Background: an optimization exercise with open tools, aiming at small area and a short achievable clock period. Do not read the settings as production practice. In this exercise RTL edits were held to simulation tests only and were not proved equivalent to the original. Power and IR drop assume default switching activity.

==> flow/design.v (excerpt) <==
module pe (
    input wire clk,
    input wire rst,
    input wire [31:0] a,
    input wire [31:0] b,
    output wire [31:0] c
);
  reg [63:0] st;
  wire [32:0] bx = {b, 1'b0};
  wire [15:0] one, two, neg;
  genvar gi;
  generate
    for (gi = 0; gi < 16; gi = gi + 1) begin : enc
      assign one[gi] = bx[2*gi+1] ^ bx[2*gi];
      assign two[gi] = (bx[2*gi+2] & ~bx[2*gi+1] & ~bx[2*gi]) | (~bx[2*gi+2] & bx[2*gi+1] & bx[2*gi]);
      assign neg[gi] = bx[2*gi+2];
    end
  endgenerate
  wire [31:0] pp0;
  wire x0 = one[0] & a[0];
  wire e0 = neg[0] & ~x0;
  assign pp0[31:1] = ((a[31:1] & {31{one[0]}}) | (a[30:0] & {31{two[0]}})) ^ {31{neg[0]}};
  assign pp0[0] = x0;
  wire [29:0] pp1;
  wire x1 = one[1] & a[0];
  wire e1 = neg[1] & ~x1;
  assign pp1[29:1] = ((a[29:1] & {29{one[1]}}) | (a[28:0] & {29{two[1]}})) ^ {29{neg[1]}};
  assign pp1[0] = x1;
  wire [27:0] pp2;
  wire x2 = one[2] & a[0];
  wire e2 = neg[2] & ~x2;
  assign pp2[27:1] = ((a[27:1] & {27{one[2]}}) | (a[26:0] & {27{two[2]}})) ^ {27{neg[2]}};
  assign pp2[0] = x2;
  wire [25:0] pp3;
  wire x3 = one[3] & a[0];
  wire e3 = neg[3] & ~x3;
  assign pp3[25:1] = ((a[25:1] & {25{one[3]}}) | (a[24:0] & {25{two[3]}})) ^ {25{neg[3]}};
  assign pp3[0] = x3;
  wire [23:0] pp4;
  wire x4 = one[4] & a[0];
  wire e4 = neg[4] & ~x4;
  assign pp4[23:1] = ((a[23:1] & {23{one[4]}}) | (a[22:0] & {23{two[4]}})) ^ {23{neg[4]}};
  assign pp4[0] = x4;
  wire [21:0] pp5;
  wire x5 = one[5] & a[0];
  wire e5 = neg[5] & ~x5;
  assign pp5[21:1] = ((a[21:1] & {21{one[5]}}) | (a[20:0] & {21{two[5]}})) ^ {21{neg[5]}};
  assign pp5[0] = x5;
  wire [19:0] pp6;
  wire x6 = one[6] & a[0];
  wire e6 = neg[6] & ~x6;
  assign pp6[19:1] = ((a[19:1] & {19{one[6]}}) | (a[18:0] & {19{two[6]}})) ^ {19{neg[6]}};
  assign pp6[0] = x6;
  wire [17:0] pp7;
  wire x7 = one[7] & a[0];
  wire e7 = neg[7] & ~x7;
  assign pp7[17:1] = ((a[17:1] & {17{one[7]}}) | (a[16:0] & {17{two[7]}})) ^ {17{neg[7]}};
  assign pp7[0] = x7;
  wire [15:0] pp8;
  wire x8 = one[8] & a[0];
  wire e8 = neg[8] & ~x8;
  assign pp8[15:1] = ((a[15:1] & {15{one[8]}}) | (a[14:0] & {15{two[8]}})) ^ {15{neg[8]}};
  assign pp8[0] = x8;
  wire [13:0] pp9;
  ...
==> flow/config.mk <==
export PLATFORM = sky130hd
export DESIGN_NAME = pe
export DESIGN_NICKNAME = pe
export VERILOG_FILES = /design/flow/design.v
export SDC_FILE = /design/flow/constraint.sdc
export NUM_CORES = 4
export LEC_CHECK = 0
export ABC_AREA = 1
export CAP_MARGIN = 20
export CORE_MARGIN = 2
export CORE_UTILIZATION = 40
export CTS_BUF_LIST = sky130_fd_sc_hd__clkbuf_8
export CTS_CLUSTER_SIZE = 30
export SETUP_SLACK_MARGIN = 3.6
export SLEW_MARGIN = 75
export SYNTH_HIERARCHICAL = 1
export TNS_END_PERCENT = 0
==> flow/constraint.sdc <==
create_clock -name core_clock -period 9.0 [get_ports {clk}]
set_input_delay 1.8000 -clock core_clock [delete_from_list [all_inputs] [get_ports {clk}]]
set_output_delay 1.8000 -clock core_clock [all_outputs]
set_load 0.01 [all_outputs]
standard.sh (not shown) runs the stock make flow with config.mk's settings and CLKGATE_MAP_FILE= SYNTH_SCRIPT=/design/flow/synth_recipe.tcl, a recipe that flattens the netlist after the stock synthesis.
==> flow/flow/run.sh <==
#!/bin/bash
set -euo pipefail
export BUFFER_PORTS_ARGS="-buffer_cell sky130_fd_sc_hd__buf_2"
bash standard.sh > standard.log 2>&1
Edit:
- SETUP_SLACK_MARGIN: 3.6 -> 3.9
- SLEW_MARGIN: 75 -> 20
- TNS_END_PERCENT: 0 -> 5
Global-route usage is higher by 0.57 points. Cell area is higher by 4.3%. Final cell count rises by 1.2%. Wire length rises by 7.1%. Die area is unchanged. Total power climbs by 1.7%. Register-to-register slack gets worse by 0.10 ns. Non-clock buffer count rose by 16.
Edit:
==> flow/flow/run.sh (replaced) <==
#!/bin/bash
set -euo pipefail
export BUFFER_PORTS_ARGS="-buffer_cell sky130_fd_sc_hd__buf_2"
export PRE_RESIZE_TCL="$(pwd)/flow/pre_resize.tcl"
bash standard.sh > standard.log 2>&1
==> flow/flow/pre_resize.tcl (new file) <==
# Limit fanout for the repair_design call that follows (placement stage only).
puts "pre_resize: set_max_fanout 12"
set_max_fanout 12 [current_design]
- SETUP_SLACK_MARGIN: 3.9 -> 3.6
- TNS_END_PERCENT: 5 -> 0
After rerunning: Synthesized cell count does not change. Via count rose slightly. Wire length rose by a few percent. Sequential share of layout area barely changes. Non-clock buffer count rose by 75. Power rose slightly. Combinational power stays flat. First-iteration DRC count fell by a quarter to a third. Register-to-register slack is better by 0.04 ns.

## re-timing with driven ports
The results above use ideal ports. As a check the final layouts listed here were re-extracted and re-timed, cells and wires unchanged.
Step 1 (the two cells are an assumption about what drives the block):
set clk [get_ports {clk}]
set_driving_cell -lib_cell sky130_fd_sc_hd__clkbuf_16 $clk
set_driving_cell -lib_cell sky130_fd_sc_hd__buf_2 [delete_from_list [all_inputs] $clk]
Step 2 times the ports against the registers' clock, not the clock port: input delays grow and output delays shrink by t, the midpoint of the rising clock arrivals with the driver on.
a / b / c = ideal / step 1 / step 2; a / b = the first two.
| run | t (ns) | setup WS [ns] | pins driven straight from the clock port |
|---|---|---|---|
| the first run | 0.428 | 3.672 / 3.673 / 3.245 | 1 |
| the second run | 0.432 | 3.898 / 3.841 / 3.409 | 1 |
| the third run | 0.438 | 3.580 / 3.598 / 3.160 | 1 |
After both steps every run listed still meets setup and hold. The setup slack of the second run, which loses most, moves by -0.057 ns with the drivers and by -0.489 ns with both steps.
